This is an optimization exercise on Yosys and OpenROAD, whose aim is small area, not a production implementation. Only simulation tests tie the RTL to the original design; equivalence was not proved. No driver is modelled on the clock port, so clock power and skew are understated where the tree is cut down; a real chip needs a root buffer or a tree. Power figures rest on the tool's default switching activity, not on a simulated workload.

Design poly_fir_stage1, start of the top module:
module poly_fir_stage1 #(
    parameter int DECIMATION_FACTOR = 9,
    parameter int TAP_LEN          = 63,
    parameter int DATA_WIDTH       = 16,
    parameter int COEF_WIDTH       = 16,
    parameter int BUF_LEN          = 64
    )(
    input  logic                          clk,
    input  logic                          rst,
    input  logic                          din_valid,
    output logic                          dout_valid,
    input  logic signed [DATA_WIDTH-1:0]  din,
    output logic signed [DATA_WIDTH-1:0]  dout
    );
clock: 10.0 ns
lec_check: 0
cap_margin: 0
core_margin: 2
core_utilization: 65
gpl_timing_driven: 0
slew_margin: 0
standard.sh (not shown) runs the stock make flow with config.mk's settings and CLKGATE_MAP_FILE= SYNTH_SCRIPT=/design/flow/synth_recipe.tcl, a recipe that flattens the netlist after the stock synthesis.
==> flow/flow/run.sh <==
#!/bin/bash
# Own layout flow: the standard flow (standard.sh) with changes that only affect how the
# layout is built:
#  - synthesis: flow/synth.tcl (the standard flow's synthesis script with an area-oriented ABC mapping;
#    same registers, names and cell types),
#  - port buffers use the smallest buffer cell,
#  - the clock tree is built by flow/cts_manual.tcl (one root buffer, nine leaf buffers over
#    equal groups of flip-flops) in place of clock_tree_synthesis,
set -euo pipefail
here=$(pwd)
export OWN_ABC_SCRIPT="$here/flow/area.abc"
export BUFFER_PORTS_ARGS="-buffer_cell sky130_fd_sc_hd__buf_1"
export PRE_CTS_TCL="$here/flow/cts_manual.tcl"
export OWN_CTS_LEAVES=9 OWN_CTS_COLS=3 OWN_CTS_CLOCK_PORT=clk
export OWN_CTS_LEAF_BUF=sky130_fd_sc_hd__clkbuf_16 OWN_CTS_ROOT_BUF=sky130_fd_sc_hd__clkbuf_4
sed "s#SYNTH_SCRIPT=[^ ]*#SYNTH_SCRIPT=$here/flow/synth.tcl#" standard.sh > own_standard.sh
bash own_standard.sh finish > make_flow.log 2>&1
==> flow/flow/area.abc <==
strash
 &get -n
 &fraig -x
 &put
 scorr
 dc2
 strash
 &get -n
 &deepsyn -J 300
 &synch2
 &dch -f
 &nf -a -R 1000
 &put
 mfs3 -a
 strash
 &get -n
 &dch -f
 &nf -a -R 1000
 &put
==> flow/flow/synth.tcl <==
# The standard synthesis (synth_recipe.tcl) with two changes to the combinational mapping only:
# Yosys's synth runs without its internal quick ABC pass (so full adders are extracted from the
# RTL's own adder structure), and the final ABC mapping uses flow/area.abc. Register inference,
# flip-flop mapping, flattening and renaming are unchanged.
proc synth {args} { yosys synth -nofsm -noshare -noabc {*}$args }
proc abc {args} {
  set i [lsearch -exact $args -script]
  if {$i >= 0} { lset args [expr {$i+1}] $::env(OWN_ABC_SCRIPT) }
  yosys abc {*}$args
}
source $::env(SCRIPTS_DIR)/synth.tcl
# left out here: clear keep_hierarchy, flatten, clean up, hide names made inside functions, write 1_2_yosys.v
Other scripts of this flow, unchanged in this note and not shown: flow/flow/cts_manual.tcl
Then changed:
--- a/flow/flow/run.sh
+++ b/flow/flow/run.sh
@@ -4,2 +4,2 @@
-#  - synthesis: flow/synth.tcl (the standard flow's synthesis script with an area-oriented ABC mapping;
-#    same registers, names and cell types),
+#  - synthesis: flow/synth.tcl (the standard flow's synthesis script with an area-oriented ABC mapping,
+#    flow/area.abc; same registers, names and cell types),
@@ -16,0 +17,6 @@
+# synthesis first; should ABC fail on flow/area.abc, synthesize again with the plainer
+# flow/area_fallback.abc (same registers either way)
+if ! bash own_standard.sh synth > make_synth.log 2>&1; then
+  export OWN_ABC_SCRIPT="$here/flow/area_fallback.abc"
+  bash own_standard.sh synth > make_synth_fallback.log 2>&1
+fi
==> flow/flow/area.abc (replaced) <==
strash
 bogus_command
==> flow/flow/area_fallback.abc (new file) <==
strash
 &get -n
 &fraig -x
 &put
 scorr
 dc2
 strash
 &get -n
 &dch -f
 &nf -a
 &put
Effect: Sequential power barely changes; cell count rises by 4.2%; via count rises by 9.3%; clock skew rises by 0.0036 ns; critical path depth falls by 1.
In every run of this note, the design's own scripts or RTL, not TritonCTS, make the clock network.

========
== sierra ==
Another version of the RTL of poly_fir_stage1 (not shown whole).
Size: ~260 flip-flops, ~36 I/O pins, about 8700 sq um of cells after synthesis.
clock: 10.0 ns
lec_check: 0
cap_margin: 20
core_margin: 2
core_utilization: 65
slew_margin: 20
==> flow/flow/run.sh <==
#!/bin/bash
# Own layout flow: the standard flow (standard.sh) with changes that only affect how the
# layout is built:
#  - synthesis: flow/synth.tcl (the standard flow's synthesis script with an area-oriented ABC mapping;
#    same registers, names and cell types),
#  - port buffers use the smallest buffer cell,
#  - clock tree synthesis builds one level of large clock buffers without dummy loads,
set -euo pipefail
here=$(pwd)
export OWN_ABC_SCRIPT="$here/flow/area.abc"
export BUFFER_PORTS_ARGS="-buffer_cell sky130_fd_sc_hd__buf_1"
export CTS_ARGS="-sink_clustering_enable -repair_clock_nets -sink_clustering_size 32 -sink_clustering_max_diameter 100 -buf_list sky130_fd_sc_hd__clkbuf_16 -dont_use_dummy_load -root_buf sky130_fd_sc_hd__clkbuf_8 -tree_buf sky130_fd_sc_hd__clkbuf_8"
sed "s#SYNTH_SCRIPT=[^ ]*#SYNTH_SCRIPT=$here/flow/synth.tcl#" standard.sh > own_standard.sh
bash own_standard.sh finish > make_flow.log 2>&1
==> flow/flow/area.abc <==
strash
 &get -n
 &fraig -x
 &put
 scorr
 dc2
 strash
 &get -n
 &deepsyn -J 300
 &synch2
 &dch -f
 &nf -a -R 1000
 &put
Scripts as last shown in full above: flow/flow/synth.tcl
Per the final summary, sierra finished and its layout is clean on timing, DRC and antenna.
## Diff of input files: xenon against sierra
--- a/flow/flow/area.abc
+++ b/flow/flow/area.abc
@@ -13,0 +14,6 @@
+ mfs3 -a
+ strash
+ &get -n
+ &dch -f
+ &nf -a -R 1000
+ &put
## What came out
Comparing sierra and xenon, length in cells of the worst reg-to-reg path is lower on sierra. Diff sierra and xenon: part of the total power dissipated in the clock network higher in xenon. Going from sierra to xenon, number of standard cells in the layout, taps in and fillers out shows a reduction of 5, global-route usage increased by 2.0 points relative to the old numbers, routed wire length has increased. [compare] base=sierra new=xenon: number of buffers and inverters on the critical path up 1; combinational cell fraction of total power has decreased; average routed wire per standard cell has increased; non-clock buffer count shows no meaningful change; DRC marker count from the first detailed-route iteration moved up. Routability congestion estimate in xenon is about 1.4% below sierra. xenon: no failed stages, no open violations at the end.
> inputs changed (xenon -> amber)
==> flow/flow/area.abc <==
strash
 &get -n
 &fraig -x
 &put
 scorr
 dc2
 strash
 &get -n
 &dch -f
 &nf -a
 &put
--- outcome ---
- Taking xenon as the reference, in amber first-pass GRT wire length higher, worst setup slack lower, number of nets in the finished design higher, maximum net fanout on the critical path lower, worst hold slack after final layout lower.
- Worst relative slew slack delta for amber relative to xenon: 6.9 points lower
- xenon has lower total detailed-routing wirelength than amber.
- amber finished every stage and its layout cleared the timing, design-rule and antenna checks.
- Re via count: xenon and amber aren't equal, and the lower value belongs to xenon.
- Compared with xenon, amber shows detailed placement HPWL that has gone up by a few percent.
- Against xenon, amber comes in 0.10 ns higher on transition time at the pin with the least slew margin.
Relative to amber, the following input files were edited for garnet:
--- a/flow/flow/run.sh
+++ b/flow/flow/run.sh
@@ -12 +12 @@
-export CTS_ARGS="-sink_clustering_enable -repair_clock_nets -sink_clustering_size 32 -sink_clustering_max_diameter 100 -buf_list sky130_fd_sc_hd__clkbuf_16 -dont_use_dummy_load -root_buf sky130_fd_sc_hd__clkbuf_8 -tree_buf sky130_fd_sc_hd__clkbuf_8"
+export CTS_ARGS="-sink_clustering_enable -repair_clock_nets -sink_clustering_size 32 -sink_clustering_max_diameter 100 -buf_list sky130_fd_sc_hd__clkbuf_16 -dont_use_dummy_load -distance_between_buffers 1000 -branching_point_buffers_distance 1000"
Results
garnet: no failed stages, no open violations at the end. Of amber and garnet, amber shows the lower number of buffers and inverters on the critical path, with garnet above it. Cell depth of the worst setup path: amber vs garnet identical. Taking amber as the reference, in garnet area growth from synthesis to final layout higher, fmax roughly the same.
### garnet -> juniper
--- a/flow/flow/run.sh
+++ b/flow/flow/run.sh
@@ -12 +12 @@
-export CTS_ARGS="-sink_clustering_enable -repair_clock_nets -sink_clustering_size 32 -sink_clustering_max_diameter 100 -buf_list sky130_fd_sc_hd__clkbuf_16 -dont_use_dummy_load -distance_between_buffers 1000 -branching_point_buffers_distance 1000"
+export CTS_ARGS="-sink_clustering_enable -repair_clock_nets -sink_clustering_size 24 -sink_clustering_max_diameter 60 -buf_list sky130_fd_sc_hd__clkbuf_16 -dont_use_dummy_load"
--- a/flow/config.mk
+++ b/flow/config.mk
@@ -10 +10 @@
-export CORE_UTILIZATION = 65
+export CORE_UTILIZATION = 60
Findings:
Wire: juniper routes less than garnet. Going from garnet to juniper, register fraction of the total cell area shrinks by 0.95 points. The higher design internal power came out of juniper. In juniper relative to garnet, first-pass GRT wire length had gone down by a little under 10%. The final layout from juniper, which completed every stage, passed the timing, design-rule and antenna checks at the end of the flow.
The following lists how pepper was set up differently from juniper:
--- a/flow/flow/run.sh
+++ b/flow/flow/run.sh
@@ -12 +12 @@
-export CTS_ARGS="-sink_clustering_enable -repair_clock_nets -sink_clustering_size 24 -sink_clustering_max_diameter 60 -buf_list sky130_fd_sc_hd__clkbuf_16 -dont_use_dummy_load"
+export CTS_ARGS="-sink_clustering_enable -repair_clock_nets -sink_clustering_size 32 -sink_clustering_max_diameter 100 -buf_list sky130_fd_sc_hd__clkbuf_16 -dont_use_dummy_load -root_buf sky130_fd_sc_hd__clkbuf_8 -tree_buf sky130_fd_sc_hd__clkbuf_8"
--- a/flow/flow/area.abc
+++ b/flow/flow/area.abc
@@ -8,0 +9,2 @@
+ &deepsyn -J 300
+ &synch2
@@ -10 +12 @@
- &nf -a
+ &nf -a -R 1000
@@ -11,0 +14,6 @@
+ mfs3 -a
+ strash
+ &get -n
+ &dch -f
+ &nf -a -R 1000
+ &put
--- a/flow/config.mk
+++ b/flow/config.mk
@@ -10 +10,2 @@
-export CORE_UTILIZATION = 60
+export CORE_UTILIZATION = 65
+export GPL_TIMING_DRIVEN = 0
--- outcome ---
Summary — fraction of final layout cells sized beyond drive strength 1, pepper relative to juniper: lower, by 1.3 points. Combinational share of power ended up 0.2 points lower on pepper than on juniper. Higher maximum frequency was reported by juniper, not pepper. For juniper and pepper, there was not a single run that failed to finish clean. juniper → pepper: synthesized cell count saw a decrease; met2 demand-to-capacity share in global routing saw an increase; number of non-filler instances in the completed layout saw a decrease; non-clock inverter count in the final layout saw a decrease; global router's overall resource usage saw an increase. Max share of the clock period used by the worst path after layout across juniper and pepper: pepper. Count of clock-buffer cells in the layout ends up lower on pepper.

-- port drivers added, routing unchanged --
In the flow no input, the clock included, has a driving cell. The finished layouts below were timed again as built, in two steps.
Step 1 assumes that a clkbuf_16 drives the clock port and a buf_2 every other input.
Step 2, shift: input delay + t, output delay - t, t = (earliest + latest rising clock arrival at the registers) / 2. This alone moves slack from input paths to output paths.
Three values: no drivers, after step 1, after step 2; two values: the first two.
| run | shift t [ns] | setup slack, ns | hold WS [ns] | worst slew at a driven data input, ns |
|---|---|---|---|---|
| the first run of note 1 | 0.642 | 0.348 / 0.348 / 0.348 | 0.333 / 0.333 / 0.333 | 0.03 |
| the second run of note 1 | 0.651 | 0.428 / 0.428 / 0.428 | 0.334 / 0.334 / 0.334 | 0.03 |
| sierra | 0.528 | 0.364 / 0.364 / 0.364 | 0.299 / 0.299 / 0.299 | 0.03 |
| xenon | 0.528 | 0.354 / 0.354 / 0.354 | 0.328 / 0.328 / 0.328 | 0.04 |
| amber | 0.526 | 0.289 / 0.289 / 0.289 | 0.318 / 0.318 / 0.318 | 0.03 |
| garnet | 0.497 | 0.281 / 0.281 / 0.281 | 0.329 / 0.329 / 0.329 | 0.03 |
| juniper | 0.506 | 0.559 / 0.559 / 0.559 | 0.281 / 0.281 / 0.281 | 0.05 |
| pepper | 0.506 | 0.408 / 0.408 / 0.408 | 0.331 / 0.331 / 0.331 | 0.04 |
After both steps every run listed still meets setup and hold.
